This is an optimization exercise on Yosys and OpenROAD, whose aim is small area, a short achievable clock period and few clock cycles, not a production implementation.
No functional check of the RTL was part of any run shown here.

$ cat design/flow/config.mk
export PLATFORM = sky130hd
export DESIGN_NAME = fft8_top
export DESIGN_NICKNAME = fft8_top
export VERILOG_FILES = /design/flow/design.v
export SDC_FILE = /design/flow/constraint.sdc
export NUM_CORES = 4
export LEC_CHECK = 0
export CAP_MARGIN = 20
export CORE_MARGIN = 2
export CORE_UTILIZATION = 40
export SLEW_MARGIN = 20
$ cat design/flow/constraint.sdc
create_clock -name core_clock -period 15.0 [get_ports {clk}]
set_input_delay 3.0000 -clock core_clock [delete_from_list [all_inputs] [get_ports {clk}]]
set_output_delay 3.0000 -clock core_clock [all_outputs]
set_load 0.01 [all_outputs]
$ cat design/flow/design.v
module rca #(parameter W = 6) (
    input  wire [W-1:0] a,
    input  wire [W-1:0] b,
    input  wire         ci,
    output wire [W-1:0] s,
    output wire         co
);
    wire [W:0] c;
    assign c[0] = ci;
    genvar i;
    generate for (i = 0; i < W; i = i + 1) begin : g
        assign s[i]   = a[i] ^ b[i] ^ c[i];
        assign c[i+1] = (a[i] & b[i]) | (c[i] & (a[i] ^ b[i]));
    end endgenerate
    assign co = c[W];
endmodule
module accum (
    input  wire [11:0] acc,
    input  wire        pend,
    input  wire        clr,
    input  wire [11:0] op,
    input  wire        neg,
    output wire [11:0] nxt,
    output wire        npend
);
    wire [11:0] a = acc & {12{~clr}};
    wire [11:0] b = op ^ {12{neg}};
    wire        unused;
    rca #(6) lo (.a(a[5:0]),  .b(b[5:0]),  .ci(neg),          .s(nxt[5:0]),  .co(npend));
    rca #(6) hi (.a(a[11:6]), .b(b[11:6]), .ci(pend & ~clr),  .s(nxt[11:6]), .co(unused));
endmodule
module resolve (
    input  wire [11:0] acc,
    input  wire        pend,
    output wire [11:0] v
);
    assign v = {acc[11:6] + {5'b0, pend}, acc[5:0]};
endmodule
function [11:0] f181;
    input [12:0] x;
    reg [19:0] p;
    begin
        p = ({7'b0, x} << 7) + ({7'b0, x} << 5) + ({7'b0, x} << 4) + ({7'b0, x} << 2) + {7'b0, x}
            + (x[12] ? 20'h96000 : 20'h0);
        f181 = p[19:8];
    end
endfunction
module tw_bfly (
    input  wire signed [11:0] ur, ui, vr, vi,
    input  wire               m,
    output wire [11:0]        ar, ai, br, bi
);
    wire signed [12:0] S = vr + vi;
    wire signed [12:0] D = vi - vr;
    wire [11:0] F1 = f181(S);
    wire [11:0] F2 = f181(D);
    wire nzS = m & (|S[7:0]);
    wire nzD = m & (|D[7:0]);
    assign ar = ur + F1 + nzS;
    assign br = ur + ~F1 + !nzS;
    assign ai = ui + F2 + nzD;
    assign bi = ui + ~F2 + !nzD;
endmodule
module fft8_top #(
parameter N= 8,
parameter WIDTH= 12,
parameter FRACTION = 8
)(
input  wire clk,
input  wire rst,
input  wire start,
input  wire load,
input  wire [$clog2(N)-1:0] load_addr,
input  wire signed [WIDTH-1:0] data_in_re,
input  wire signed [WIDTH-1:0] data_in_im,
input  wire [$clog2(N)-1:0] out_addr,
output reg  done,
output reg  signed [WIDTH-1:0] data_out_re,
output reg  signed [WIDTH-1:0] data_out_im
);
reg fresh;    
reg ph1;      
always @(posedge clk or posedge rst) begin
    if (rst) begin
        done  <= 1'b0;
        ph1   <= 1'b0;
        fresh <= 1'b1;
    end else begin
        ph1  <= start;
        done <= ph1;
        if (start) fresh <= 1'b1;
        else if (load) fresh <= 1'b0;
    end
end
wire [2:0]  e   = load_addr;
wire        clr = load & fresh;
wire [11:0] xr  = data_in_re & {12{load}};
wire [11:0] xi  = data_in_im & {12{load}};
wire [11:0] ar_ = e[2] ? xi : xr, ai_ = e[2] ? xr : xi;
wire [11:0] br_ = e[1] ? xi : xr, bi_ = e[1] ? xr : xi;
wire [11:0] blr = br_ & {12{~e[2]}}, bli = bi_ & {12{~e[2]}};
wire [11:0] bhr = br_ & {12{e[2]}},  bhi = bi_ & {12{e[2]}};
wire n4   = load & e[2];
wire n2r  = load & e[1];                    
wire n2i  = load & (e[2] ^ e[1]);
wire n6r  = load & (e[2] ^ e[1]);           
wire n6i  = load & e[1];
wire nc1r = load & e[0];
wire nc1i = load & (e[1] ^ e[0]);
wire nc3r = load & (e[1] ^ e[0]);
wire nc3i = load & e[0];
reg [11:0] q0r, q0i, q2r, q2i, q4r, q4i, q6r, q6i;
reg [11:0] uar, uai, var_, vai, ucr, uci, vcr, vci;
reg [15:0] pend;    
wire [11:0] n0r, n0i, n2r_, n2i_, n4r, n4i, n6r_, n6i_;
wire [11:0] nuar, nuai, nvar, nvai, nucr, nuci, nvcr, nvci;
wire [15:0] npend;
accum A0r (.acc(q0r), .pend(pend[0]),  .clr(clr), .op(xr),  .neg(1'b0), .nxt(n0r),  .npend(npend[0]));
accum A0i (.acc(q0i), .pend(pend[1]),  .clr(clr), .op(xi),  .neg(1'b0), .nxt(n0i),  .npend(npend[1]));
accum A4r (.acc(q4r), .pend(pend[2]),  .clr(clr), .op(xr),  .neg(n4),   .nxt(n4r),  .npend(npend[2]));
accum A4i (.acc(q4i), .pend(pend[3]),  .clr(clr), .op(xi),  .neg(n4),   .nxt(n4i),  .npend(npend[3]));
accum A2r (.acc(q2r), .pend(pend[4]),  .clr(clr), .op(ar_), .neg(n2r),  .nxt(n2r_), .npend(npend[4]));
accum A2i (.acc(q2i), .pend(pend[5]),  .clr(clr), .op(ai_), .neg(n2i),  .nxt(n2i_), .npend(npend[5]));
accum A6r (.acc(q6r), .pend(pend[6]),  .clr(clr), .op(ar_), .neg(n6r),  .nxt(n6r_), .npend(npend[6]));
accum A6i (.acc(q6i), .pend(pend[7]),  .clr(clr), .op(ai_), .neg(n6i),  .nxt(n6i_), .npend(npend[7]));
accum Aur (.acc(uar), .pend(pend[8]),  .clr(clr), .op(blr), .neg(nc1r), .nxt(nuar), .npend(npend[8]));
accum Aui (.acc(uai), .pend(pend[9]),  .clr(clr), .op(bli), .neg(nc1i), .nxt(nuai), .npend(npend[9]));
accum Avr (.acc(var_),.pend(pend[10]), .clr(clr), .op(bhr), .neg(nc1r), .nxt(nvar), .npend(npend[10]));
accum Avi (.acc(vai), .pend(pend[11]), .clr(clr), .op(bhi), .neg(nc1i), .nxt(nvai), .npend(npend[11]));
accum Acr (.acc(ucr), .pend(pend[12]), .clr(clr), .op(blr), .neg(nc3r), .nxt(nucr), .npend(npend[12]));
accum Aci (.acc(uci), .pend(pend[13]), .clr(clr), .op(bli), .neg(nc3i), .nxt(nuci), .npend(npend[13]));
accum Adr (.acc(vcr), .pend(pend[14]), .clr(clr), .op(bhr), .neg(nc3r), .nxt(nvcr), .npend(npend[14]));
accum Adi (.acc(vci), .pend(pend[15]), .clr(clr), .op(bhi), .neg(nc3i), .nxt(nvci), .npend(npend[15]));
wire [11:0] rur, rui, rvr, rvi;
resolve Rur (.acc(uar),  .pend(pend[8]),  .v(rur));
resolve Rui (.acc(uai),  .pend(pend[9]),  .v(rui));
resolve Rvr (.acc(var_), .pend(pend[10]), .v(rvr));
resolve Rvi (.acc(vai),  .pend(pend[11]), .v(rvi));
wire [11:0] tar, tai, tbr, tbi;
tw_bfly tw (.ur(rur), .ui(rui), .vr(rvr), .vi(rvi), .m(ph1),
            .ar(tar), .ai(tai), .br(tbr), .bi(tbi));
always @(posedge clk) begin
    pend <= npend;
    q0r <= n0r;  q0i <= n0i;
    q2r <= n2r_; q2i <= n2i_;
    q4r <= n4r;  q4i <= n4i;
    q6r <= n6r_; q6i <= n6i_;
    if (start) begin
        ucr <= tar;  uci <= tai;
        vcr <= tbr;  vci <= tbi;
        uar <= nuci; uai <= nucr;
        var_ <= nvci; vai <= nvcr;
    end else if (ph1) begin
        uar <= tbi;  uai <= tbr;
        var_ <= tai; vai <= tar;
        ucr <= nucr; uci <= nuci;
        vcr <= nvcr; vci <= nvci;
    end else begin
        uar <= nuar; uai <= nuai;
        var_ <= nvar; vai <= nvai;
        ucr <= nucr; uci <= nuci;
        vcr <= nvcr; vci <= nvci;
    end
end
always @(*) begin
    case (out_addr)
        3'd0: begin data_out_re = q0r;  data_out_im = q0i; end
        3'd1: begin data_out_re = ucr;  data_out_im = uci; end
        3'd2: begin data_out_re = q2r;  data_out_im = q2i; end
        3'd3: begin data_out_re = uar;  data_out_im = uai; end
        3'd4: begin data_out_re = q4r;  data_out_im = q4i; end
        3'd5: begin data_out_re = vcr;  data_out_im = vci; end
        3'd6: begin data_out_re = q6r;  data_out_im = q6i; end
        default: begin data_out_re = var_; data_out_im = vai; end
    endcase
end
endmodule
$ cat design/flow/run.sh
#!/bin/bash
# synth_recipe.tcl (not shown) runs the flow's synth.tcl, then flattens the netlist and writes it again
# the make line also repeats each setting of config.mk as NAME=value (left out here)
make -C /OpenROAD-flow-scripts/flow DESIGN_CONFIG=/design/flow/config.mk WORK_HOME=/design/flow/orfs CLKGATE_MAP_FILE= SYNTH_SCRIPT=/design/flow/synth_recipe.tcl finish
==> results.yml, run 1 <==
timing:
  tns_ps: 0
  finalSetupViolCount: 0
  finalHoldViolCount: 0
  rsz0062_at_grt: "false"
  relSlewSlack_pct: 32.3
  tightest_slew_ps: 1000
  fmax_mhz: 113
  finalCriticalPeriod_ps: 8870
  slew_violations: 0
  clock_skew_ps: 21.4
  timing.final.crit_share_pct: 59.1
  worst_slack_ps: 6130
cells_and_area:
  final_cells: 3187
  fin_nets: 2864
  fin_util_pct: 43.7
  num_antenna_cells: 0
  area_growth_pct: 8.34
  fillers: 5229
  drive_gt1_share_pct: 5.22
drt:
  dr_wl_met3_um: 3170
  firstDrtPassIters: 6
  vias: 16855
  drc_errors: 0
  drt-total-wl_um: 61000
  wire_per_inst_um: 19.1
  ant_nets: 0
  wl_met2_um: 28800
  met1Wirelength_um: 28100
  initialDrtViolationCount: 1369
  viasPerCell: 5.29
  topRoutingLayerUsed: "met4"
cts:
  root_buffer: "clkbuf_16"
  cts.path.max_buffers: 3
  cts_post_setup_buffers_inserted: 0
  cts.sinks: 211
  cts-hold-fix-buffers: 0
  clkTransAtPathRegs_ps: 60
  htreeDepth: 1
  clk-insertion-delay-late_ps: 550
  cts_resized: 0
  tritoncts: "built"
  cts_buffers: 23
critical_path:
  slowest_delay_ps: 610
  r2r_cells: 26
  crit_path_start_kind: "input port"
  arrival_ps: 5870
  reg2reg_slack_ps: 7250
  crit_type: "in2out"
  reg2reg_from: "var_[2]"
  worst-path-max-fanout: 54
  end_kind: "output port"
  cp_slowest_cell: "clkdlybuf4s50_1"
  crit_chain: "buf_2, buf_4, nand2b_1, nor2_1, a21oi_1, nand3_1, o21ai_0, a22oi_1, clkdlybuf4s50_1"
  timing.rr.end: "vci[11]"
  endpoint: "data_out_im[8]"
  critPathRequiredTime_ps: 12000
  critical_path.startpoint: "out_addr[0]"
global_route:
  antenna_found_initial: 0
  grt_pass1_wl_um: 97400
  grt_usage_pct: 22.0
  grt_max_degree: 84
  grt_pass1_vias: 17145
  grt_remaining_overflow: 0
synth:
  synthMostInstantiatedCell: "nand2_1"
  ys.flop_type: "dfxtp_1"
  yosysWarnings: 2
  synth_fp_nets: 2902
  netlist.area_leader.share_pct: 20.0
  synth_compound_area_share_pct: 12.0
  synth_area_mm2: 0.0217
  synth_xor_area_share_pct: 13.1
  synthDistinctLibCells: 70
  synthArstFlopShare_pct: 1.42
  synth.avg_cell_area_um2: 8.62
  synthMuxAreaShare_pct: 5.70
  synth-adder-area-share_pct: 28.1
  netlist_instances: 2512
  ys_seq_elements: 211
  synthTopCellsByArea: "fa_1 20%, dfxtp_1 19%, ha_1 8.1%"
  synth_area_leader_cell: "fa_1"
  yosysSeqAreaShare_pct: 19.6
  ys_top_cells_by_count: "299 x nand2_1, 263 x inv_1, 216 x fa_1"
  synth-simple-area-share_pct: 14.4
  synth_edf_count: 0
  synth_top_family_by_area: "adder cells"
floorplanning:
  top_level_ports: 59
  die_area_mm2: 0.0560
  rows: 85
  die_x_um: 237
  chipHeight_um: 237
  core_area_mm2: 0.0537
  start_util_pct: 40.3
placement:
  pre_cts_slack_ps: 6210
  dp.cells: 3145
  gp_congestion: 0.898
  place.port_buffers: 58
  hpwl_um: 48100
run:
  drv_cap: 0
min_path:
  hold_class: "reg2reg"
outcome:
  outcome: "no timing/DRC/antenna violations"
[state kept, by name, summed over array words and instances (netlist names), 12 cells and up]
register	count
ucr	12
q6r	12
q6i	12
uar	12
q4r	12
vai	12
q2r	12
uci	12
q4i	12
q0r	12
vci	12
q0i	12
var_	12
q2i	12
pend	16
uai	12
vcr	12
[metal layers]
metal / up-vias / global-route usage, %
met1: 8284 / 31.0
li1: 8038 / -
met4: 0 / 4.26
met3: 55 / 2.15
met5: - / 0
met2: 478 / 36.7
[final cells by class]
type | count | area, µm² | area share, %
multi-input cells | 1895 | 15900 | 67.6
flip-flops and latches | 211 | 4240 | 18.1
inverters | 265 | 997 | 4.25
well taps | 696 | 871 | 3.71
repair buffers | 78 | 703 | 3.00
clock buffers | 30 | 642 | 2.74
clock inverters | 12 | 150 | 0.640
[how the worst min path moves through the flow]
stage	start	endpoint	cells after the start
detailed placement	q2i[0]	q2i[0]	2
finish	q2i[0]	q2i[0]	2
CTS	q2i[0]	q2i[0]	2
global route	q2i[0]	q2i[0]	2
floorplan	ph1	done	0
global placement	q2i[0]	q2i[0]	2
[cells by family after synthesis]
group	count (synthesis)
xor+xnor	318
buf+inv	406
fa+ha+maj	356
compound gates	418
flops	211
simple gates	700
mux	103
[worst max-delay path, delay by kind of cell]
family / cells / cell delay [ps]
AND/OR/NAND/NOR: 3 / 1180
buffers and inverters: 3 / 1010
AO/OA/AOI/OAI: 3 / 600
[layout by cell type, fill, tap and decap left out, types with 59 or more instances in the layout]
cell     instances
o21ai_0        101
nand2_1        296
a21oi_1        146
xor2_1         126
dfxtp_1        208
fa_1           216
nor2_1         181
xnor2_1        188
mux2i_1         66
inv_1          263
ha_1           140
and2_1          59
[per-stage QoR]
stage                     cell area (µm²)  hold WS, ps
after floorplan                     21700          352
after global placement              22700          489
after detailed placement            22700          485
after CTS                           23500          494
after global routing                23500          527
final                               23500          494
==> run 2, diff against run 1 <==
==> design/flow/flow/run.sh (new file) <==
#!/bin/bash
# Standard layout (the standard.sh: standard synthesis, floorplan, place,
# CTS, route, finish), with the timing repair asked to leave 6.5 ns of setup
# slack at the design's clock period.  The constraints are unchanged.
set -euo pipefail
bash standard.sh SETUP_SLACK_MARGIN=6.5 finish > standard_flow.log 2>&1
==> design/flow/standard.sh (new file) <==
#!/bin/bash
# synth_recipe.tcl (not shown) runs the flow's synth.tcl, then flattens the netlist and writes it again
# the make line also repeats each setting of config.mk as NAME=value (left out here)
make -C /OpenROAD-flow-scripts/flow DESIGN_CONFIG=/design/flow/config.mk WORK_HOME=/design/flow/orfs CLKGATE_MAP_FILE= SYNTH_SCRIPT=/design/flow/synth_recipe.tcl "${@:-finish}"
removed: design/flow/run.sh
==> run 2 against run 1 <==
- highest routed layer unchanged
- global-route usage barely moved
- clock-buffer cell count is the same
- via count decreased by 0.16%
- maximum frequency grew 5.9%
- non-clock buffer count unchanged
- design area rose by 0.12%
==> results.yml, run 2 <==
outcome:
  outcome: "no timing/DRC/antenna violations"
cts:
  cts.sinks: 211
  htreeDepth: 1
  tritoncts: "built"
  clk-insertion-delay-late_ps: 550
  cts.path.max_buffers: 3
  cts_buffers: 23
  cts-hold-fix-buffers: 0
  root_buffer: "clkbuf_16"
  clkTransAtPathRegs_ps: 60
drt:
  initialDrtViolationCount: 1346
  firstDrtPassIters: 7
  drt-total-wl_um: 61100
  drc_errors: 0
  wire_per_inst_um: 19.2
  viasPerCell: 5.28
  vias: 16828
  ant_nets: 0
placement:
  hpwl_um: 48100
  place.port_buffers: 58
  placed_cell_area_mm2: 0.0227
  gp_congestion: 0.898
  pre_cts_slack_ps: 6210
cells_and_area:
  regMostFlops: "pend"
  drive_gt1_share_pct: 5.38
  fin_nets: 2864
  final_cell_mix: "295 x nand2_1, 263 x inv_1, 216 x fa_1, 208 x dfxtp_1, 188 x xnor2_1"
  largest_reg_flops: 16
  final_common_cell: "nand2_1"
  finalInstanceArea_mm2: 0.0235
  num_antenna_cells: 0
  area_growth_pct: 8.47
synth:
  ys_seq_elements: 211
  synthDistinctLibCells: 70
  synthMostInstantiatedCell: "nand2_1"
  synth_fp_nets: 2902
  yosysWarnings: 2
  netlist.area_leader.share_pct: 20.0
  synth_area_mm2: 0.0217
  synth_edf_count: 0
  ys.flop_type: "dfxtp_1"
  yosysSeqAreaShare_pct: 19.6
  synthArstFlopShare_pct: 1.42
  synthTopCellsByArea: "fa_1 20%, dfxtp_1 19%, ha_1 8.1%"
  synth_area_leader_cell: "fa_1"
  ys_top_cells_by_count: "299 x nand2_1, 263 x inv_1, 216 x fa_1"
  netlist_instances: 2512
  synth.avg_cell_area_um2: 8.62
timing:
  timing.hold.ws_ps: 495
  timing.final.crit_share_pct: 55.8
  finalHoldViolCount: 0
  tns_ps: 0
  worst_slack_ps: 6620
  finalCriticalPeriod_ps: 8380
  relSlewSlack_pct: 37.8
  fmax_mhz: 119
  clock_skew_ps: 18.1
  slew_violations: 0
  tightest_slew_ps: 921
  finalSetupViolCount: 0
  rsz0062_at_grt: "true"
floorplanning:
  die_area_mm2: 0.0560
  core_area_mm2: 0.0537
  start_util_pct: 40.3
  rows: 85
  die_x_um: 237
  top_level_ports: 59
  chipHeight_um: 237
critical_path:
  critical_path.startpoint: "out_addr[1]"
  crit_type: "in2out"
  r2r_cells: 26
  timing.rr.end: "vci[11]"
  end_kind: "output port"
  arrival_ps: 5380
  endpoint: "data_out_im[8]"
  crit_path_start_kind: "input port"
  worst-path-max-fanout: 69
  critPathRequiredTime_ps: 12000
  reg2reg_from: "var_[2]"
  reg2reg_slack_ps: 7260
run:
  drv_cap: 0
global_route:
  grt_pass1_wl_um: 97500
  grt_remaining_overflow: 0
  grt_max_degree: 84
  grt_pass1_vias: 17145
  antenna_found_initial: 0
  grt_usage_pct: 22.0
min_path:
  hold_class: "reg2reg"
## run 2: cell counts after synthesis
No cell type changed its count.
## run 2: cell type report
| cell class | count | area, µm² |
|---|---|---|
| clock buffers | 30 | 642 |
| repair buffers | 78 | 711 |
| fillers | 5227 | 30200 |
| well taps | 696 | 871 |
| multi-input cells | 1895 | 15900 |
| clock inverters | 12 | 150 |
| inverters | 265 | 997 |
| flip-flops and latches | 211 | 4240 |
## run 2: worst max-delay path, stage by stage
cell	delay, ps
buf_2	90
buf_6	420
nor2b_1	200
buf_4	200
a22oi_1	100
nor2_1	100
a21oi_1	70
nand3_1	80
o21ai_0	80
a22oi_1	340
clkdlybuf4s50_1	610
## run 2: cells by family after synthesis
| family | count (synthesis) | share of synthesized area [%] |
|---|---|---|
| xor gates and xnor gates | 318 | 13.1 |
| buffers and inverters | 406 | 7.25 |
| muxes | 103 | 5.70 |
| AOI/OAI and AO/OA | 418 | 12.0 |
| and+or+nand+nor | 700 | 14.4 |
| adders and majority gates | 356 | 28.1 |
| DFF | 211 | 19.6 |
## run 2: worst min path at each step
stage | start | end | slack (ps) | depth (start not counted)
after detailed placement | q2i[0] | q2i[0] | 490 | 2
after global placement | q2i[0] | q2i[0] | 490 | 2
final | q2i[0] | q2i[0] | 490 | 2
after global routing | q2i[0] | q2i[0] | 530 | 2
after floorplan | ph1 | done | 350 | 0
after CTS | q2i[0] | q2i[0] | 490 | 2
## run 2: timing repair
item,4_1_cts,5_1_grt
gates cloned,0,0
gates resized for setup,6,2
endpoints found under the setup margin,19,2
buffers inserted,0,0
## run 2: through the flow
stage	cells	util (%)
2_1_floorplan	2512	-
3_3_place_gp	3145	42.2
3_5_place_dp	3145	42.2
4_1_cts	3187	43.7
5_1_grt	3187	43.7
6_report	3187	43.7
## run 2: metal layers
metal,routed length [µm],up-vias,GRT usage [%]
met5,0,-,0
met1,28100,8270,31.1
li1,-,8031,-
met2,28900,473,36.7
met4,953,0,4.26
met3,3020,54,2.15
==> run 3, diff against run 2 <==
==> design/flow/flow/run.sh (replaced) <==
#!/bin/bash
# Standard layout (the standard.sh: standard synthesis, floorplan, place,
# CTS, route, finish), with the timing repair asked to leave 7.5 ns of setup
# slack at the design's clock period.  The constraints are unchanged.
set -euo pipefail
bash standard.sh SETUP_SLACK_MARGIN=7.5 finish > standard_flow.log 2>&1
==> run 3 against run 2 <==
- critical endpoint is now data_out_re[8]
- worst setup slack gained 860 ps
- clock-buffer cell count grew 4
- critical path depth shrank 5
- wire length grew 3.8%
- final cell count grew 1.3%
- largest cell class unchanged
- critical path type unchanged
- still clean
- design area grew 4.1%
==> results.yml, run 3 <==
outcome:
  outcome: "no timing/DRC/antenna violations"
cells_and_area:
  num_antenna_cells: 0
  fin_nets: 2906
  largest_reg_flops: 16
  final_cells: 3230
  multiInputGateArea_mm2: 0.0162
  area_growth_pct: 12.9
  final_cell_mix: "295 x nand2_1, 263 x inv_1, 216 x fa_1, 207 x dfxtp_1, 181 x xnor2_1"
  final_common_cell: "nand2_1"
  fillers: 5083
  drive_gt1_share_pct: 9.08
  regMostFlops: "pend"
  regArea_mm2: 0.00424
synth:
  netlist.area_leader.share_pct: 20.0
  yosysWarnings: 2
  synth_fp_nets: 2902
  synth_area_leader_cell: "fa_1"
  synth.avg_cell_area_um2: 8.62
  ys.flop_type: "dfxtp_1"
  ys_top_cells_by_count: "299 x nand2_1, 263 x inv_1, 216 x fa_1"
  synth_edf_count: 0
  synthTopCellsByArea: "fa_1 20%, dfxtp_1 19%, ha_1 8.1%"
  synthArstFlopShare_pct: 1.42
  synth_area_mm2: 0.0217
  yosysSeqAreaShare_pct: 19.6
  netlist_instances: 2512
  synthMostInstantiatedCell: "nand2_1"
  ys_seq_elements: 211
  synthDistinctLibCells: 70
critical_path:
  end_kind: "output port"
  crit_chain: "buf_6, clkbuf_16, buf_4, mux4_2, mux2_2, dlygate4sd2_1"
  reg2reg_slack_ps: 7820
  cp_num_buf_inv: 4
  critPathRequiredTime_ps: 12000
  r2r_cells: 27
  crit_type: "in2out"
  timing.rr.end: "vcr[10]"
  worst-path-max-fanout: 5
  arrival_ps: 4510
  slowest_delay_ps: 480
  cp_slowest_cell: "mux4_2"
  crit_path_start_kind: "input port"
  critical_path.startpoint: "out_addr[1]"
  reg2reg_from: "var_[1]"
  path_delay_family: "multiplexers"
timing:
  clock_skew_ps: 10.9
  finalHoldViolCount: 0
  relSlewSlack_pct: 37.2
  rsz0062_at_grt: "true"
  fmax_mhz: 133
  timing.final.crit_share_pct: 50.1
  finalCriticalPeriod_ps: 7510
  slew_violations: 0
  finalSetupViolCount: 0
  tns_ps: 0
  tightest_slew_ps: 941
global_route:
  grt_pass1_vias: 17343
  antenna_found_initial: 2
  grt_usage_pct: 22.6
  grt_pass1_wl_um: 99100
  grt_max_degree: 92
  grt_remaining_overflow: 0
drt:
  vias: 17155
  viasPerCell: 5.31
  drc_errors: 0
  firstDrtPassIters: 5
  drt-total-wl_um: 63400
  ant_nets: 0
  initialDrtViolationCount: 1214
  wire_per_inst_um: 19.6
min_path:
  hold-path-cell-count: 2
  min_from: "q2i[0]"
  min_to: "q2i[0]"
  hold_class: "reg2reg"
floorplanning:
  chipHeight_um: 237
  die_area_mm2: 0.0560
  die_x_um: 237
  core_area_mm2: 0.0537
  rows: 85
  top_level_ports: 59
  start_util_pct: 40.3
cts:
  cts-hold-fix-buffers: 0
  root_buffer: "clkbuf_16"
  cts.path.max_buffers: 3
  tritoncts: "built"
  clkTransAtPathRegs_ps: 60
  cts_buffers: 24
  clk-insertion-delay-late_ps: 540
  cts.sinks: 211
  htreeDepth: 1
placement:
  hpwl_um: 47900
  dp.cells: 3144
  place.port_buffers: 58
  gp_congestion: 0.904
run:
  drv_cap: 0
[run 3: cell counts after synthesis]
No cell type changed its count.
[run 3: timing repair]
| action | 4_1_cts | 5_1_grt |
|---|---|---|
| gates cloned | 7 | 2 |
| setup buffers | 17 | 16 |
| pin swaps | 4 | 14 |
| setup endpoints to repair | 34 | 50 |
| gates resized for setup | 84 | 55 |
[run 3: kinds of logic after synthesis]
family | after synthesis | synth area share [%]
buffers and inverters | 406 | 7.25
AOI/OAI and AO/OA | 418 | 12.0
and+or+nand+nor | 700 | 14.4
xor gates and xnor gates | 318 | 13.1
adders and majority gates | 356 | 28.1
muxes | 103 | 5.70
DFF | 211 | 19.6
[run 3: how the worst max path moves through the flow]
stage                           end  cells past startpoint
floorplan           data_out_re[10]                      7
finish               data_out_re[8]                      6
global placement     data_out_im[3]                     11
global route         data_out_im[0]                      8
detailed placement   data_out_im[3]                     11
CTS                  data_out_im[3]                     11
[run 3: through the flow]
| step | hold slack (ps) | worst slack [ps] | util (%) | instance area, µm² |
|---|---|---|---|---|
| 2_1_floorplan | 352 | 7550 | - | 21700 |
| 3_3_place_gp | 494 | 6210 | 42.2 | 22700 |
| 3_5_place_dp | 492 | 6210 | 42.2 | 22700 |
| 4_1_cts | 503 | 7380 | 44.8 | 24100 |
| 5_1_grt | 545 | 7480 | 45.5 | 24400 |
| 6_report | 505 | 7490 | 45.5 | 24400 |
[run 3: tightest hold or removal path, cell delays in order, from the launching register on]
cell and delay [ps]:
dfxtp_1 330, nand2_1 80, xnor2_1 60
[run 3: final cells by class]
class                           count  share of cell area [%]
Multi-Input combinational cell   1895                    66.3
Sequential cell                   211                    17.4
Timing Repair Buffer              119                    5.11
Inverter                          265                    4.08
Tap cell                          696                    3.56
Clock buffer                       34                    2.90
Clock inverter                     10                   0.732
[run 3: per-layer routing]
metal  GRT usage, %  part of all wire (%)  vias up
met5              0                 0.021        -
met4           6.83                   2.8        2
met3           1.85                   4.9       97
met2           37.6                    48      542
met1           31.2                    45     8393
li1               -                     -     8121

-- port drivers added, routing unchanged --
The flow's constraints put no driver on any port. The routed layouts listed below were extracted and timed again, unchanged, in two steps.
Step 1 sets driving cells, clkbuf_16 on the clock port and buf_2 on the other inputs (assumed; they add their load-dependent delay and slew).
Step 2 adds t to the input delays and takes it off the output delays; t is the mean of the earliest and latest rising clock arrival at the registers after step 1. Input paths then give back, and output paths get back, about the clock's delay inside the block.
Three values: no drivers, after step 1, after step 2; two values: the first two.
run | t (ns) | setup WS [ns] | clock arrival spread, ns | slew at the worst register clock pin (ns)
run 1 | 0.589 | 6.129 / 6.107 / 6.107 | 0.022 / 0.023 | 0.07 / 0.07
run 2 | 0.590 | 6.623 / 6.598 / 6.598 | 0.020 / 0.020 | 0.07 / 0.07
run 3 | 0.591 | 7.487 / 7.386 / 7.248 | 0.012 / 0.012 | 0.07 / 0.07
After both steps every run listed still meets setup and hold. For run 3, which loses most, drivers alone change the setup slack by -0.101 ns; drivers and shift together by -0.239 ns.
